Source: an optimization exercise on an open RTL-to-GDS flow (aim: small area and a short achievable clock period). Production flows keep margins and buffers that such runs may drop.
The RTL was checked by simulation tests, not by an equivalence proof against the original design.
Power and IR drop assume default switching activity.

red:
Design user_logic, start of the top module:
module user_logic
(
  Bus2IP_Clk,                      
  Bus2IP_Reset,                    
  Bus2IP_Data,                     
  Bus2IP_BE,                       
  Bus2IP_RdCE,                     
  Bus2IP_WrCE,                     
  IP2Bus_Data,                     
  IP2Bus_RdAck,                    
  IP2Bus_WrAck,                    
  IP2Bus_Error                     
);
Size in the first run: ~1600 cells after synthesis, ~170 flip-flops, ~16000 um2 of cells after synthesis.
Settings: LEC_CHECK=0, ABC_AREA=0, CAP_MARGIN=20, CORE_MARGIN=2, CORE_UTILIZATION=40, SETUP_SLACK_MARGIN=3.85, SLEW_MARGIN=20, SYNTH_HIERARCHICAL=1, SYNTH_MINIMUM_KEEP_SIZE=0; clock period 8.0 ns.
run.sh (not shown) runs the stock make flow with config.mk's settings and CLKGATE_MAP_FILE= SYNTH_SCRIPT=/design/flow/synth_recipe.tcl, a recipe that flattens the netlist after the stock synthesis.
red did not stop at any stage, and its layout met the timing, design-rule and antenna checks.
diff inputs: red => blue
# red
export LEC_CHECK = 0
export ABC_AREA = 0
export CAP_MARGIN = 20
export CORE_MARGIN = 2
export CORE_UTILIZATION = 40
export SETUP_SLACK_MARGIN = 3.85
export SLEW_MARGIN = 20
export SYNTH_HIERARCHICAL = 1
export SYNTH_MINIMUM_KEEP_SIZE = 0
create_clock -name core_clock -period 8.0 [get_ports {Bus2IP_Clk}]
# blue
export LEC_CHECK = 0
export ABC_AREA = 0
export CAP_MARGIN = 20
export CORE_MARGIN = 2
export CORE_UTILIZATION = 40
export SETUP_SLACK_MARGIN = 4.0
export SLEW_MARGIN = 20
export SYNTH_HIERARCHICAL = 1
export SYNTH_MINIMUM_KEEP_SIZE = 0
create_clock -name core_clock -period 8.0 [get_ports {Bus2IP_Clk}]
==> flow/flow/run.sh (new file) <==
#!/bin/bash
set -euo pipefail
bash standard.sh "BUFFER_PORTS_ARGS=-buffer_cell sky130_fd_sc_hd__buf_2" finish > make.log 2>&1
==> flow/standard.sh (new file) <==
#!/bin/bash
# synth_recipe.tcl (not shown) runs the flow's synth.tcl, then flattens the netlist and writes it again
# the make line also repeats each setting of config.mk as NAME=value (left out here)
make -C /OpenROAD-flow-scripts/flow DESIGN_CONFIG=/design/flow/config.mk WORK_HOME=/design/flow/orfs CLKGATE_MAP_FILE= SYNTH_SCRIPT=/design/flow/synth_recipe.tcl "${@:-finish}"
removed: flow/run.sh
Met1 global-route usage: blue lower than red
Part of the power in registers essentially unchanged between blue and red.
Delta (blue minus red): met2 layer wire length in the routed design comparable, number of enable-type register cells in the synthesized netlist comparable, headroom to the max-slew limit now smaller, final cell count comparable.
red and blue ended up with roughly the same detailed-route wire length on metal 1.
Compare red and blue | wire length higher: red
For green, these inputs were changed with respect to blue:
==> flow/flow/run.sh <==
#!/bin/bash
set -euo pipefail
bash standard.sh "BUFFER_PORTS_ARGS=-buffer_cell sky130_fd_sc_hd__buf_1" finish > make.log 2>&1
## What came out
- Both conditions hold for green: the flow ran to the end and the final layout passed the timing, design-rule and antenna checks.
- There was hardly any difference in sequential fraction of total cell area between blue and green.
- Between blue and green, the proportion of cell area occupied by multi-input gates does not differ in any meaningful way.
- Looking only at final clock period utilization by the worst path, and setting everything else aside, the higher value of green and blue goes to green.
- Sort green and blue by design internal power, ascending, and blue comes first.
- Area added between synthesis and finish in green vs blue: down 0.37 points
- On global routing met1 resource utilization, the lower figure sits with green, not blue.
- Across both runs, number of search-and-repair iterations in the first detailed-routing pass was higher for green than for blue.
- On post-layout instance area, blue loses to green.
- From blue to green the numbers moved as follows: met2 track demand over resource went up 0.79 points, post-placement cell area decreased by 88 um2 relative to the old numbers.
Changes in orange relative to green:
==> flow/flow/run.sh <==
#!/bin/bash
set -euo pipefail
bash standard.sh "BUFFER_PORTS_ARGS=-buffer_cell sky130_fd_sc_hd__buf_2" \
  "CTS_ARGS=-sink_clustering_enable -repair_clock_nets -dont_use_dummy_load -sink_clustering_size 20" \
  finish > make.log 2>&1
Findings:
Routed length on met3 of orange exceeds that of green by a few percent.
The number of global-route vias before repair on orange is in line with that on green.
Taking green as the reference, in orange buffers plus inverters on the worst setup path stayed essentially flat, wire length fell by 0.91%, layout buffering overhead excluding clock cells fell by 0.33 points, placement-stage cell area rose by 0.52%, net switching power fell by about 12%.
Between green and orange, worst hold slack increased.
Summary of orange over green: met1 track demand over resource level, count of flip-flops with a built-in enable after synthesis did not really move, clock power share now sits lower.

-- afterwards: timing with drivers on the ports --
In the flow no input, the clock included, has a driving cell. The finished layouts below were timed again as built, in two steps.
Step 1 sets driving cells, clkbuf_16 on the clock port and buf_2 on the other inputs (assumed; they add their load-dependent delay and slew).
Step 2 also shifts input and output timing later by t, the mid clock arrival at the registers, as if the neighbouring blocks saw the same clock.
Three values: ideal, step 1, step 2; two values: the first two.
run | t (ns) | slack for setup (ns) | hold slack, ns | worst register clock-pin slew, ns | worst data-port slew with drivers (ns)
red | 0.514 | 3.788 / 3.634 / 3.634 | 0.434 / 0.434 / 0.434 | 0.08 / 0.08 | 0.17
blue | 0.514 | 3.872 / 3.813 / 3.813 | 0.438 / 0.438 / 0.438 | 0.09 / 0.09 | 0.08
green | 0.514 | 3.844 / 3.763 / 3.763 | 0.421 / 0.421 / 0.421 | 0.09 / 0.09 | 0.12
orange | 0.499 | 3.871 / 3.822 / 3.822 | 0.437 / 0.437 / 0.437 | 0.08 / 0.08 | 0.08
After both steps setup and hold are still met in every run listed. The setup slack of red, which loses most, moves by -0.154 ns with the drivers and by -0.154 ns with both steps.
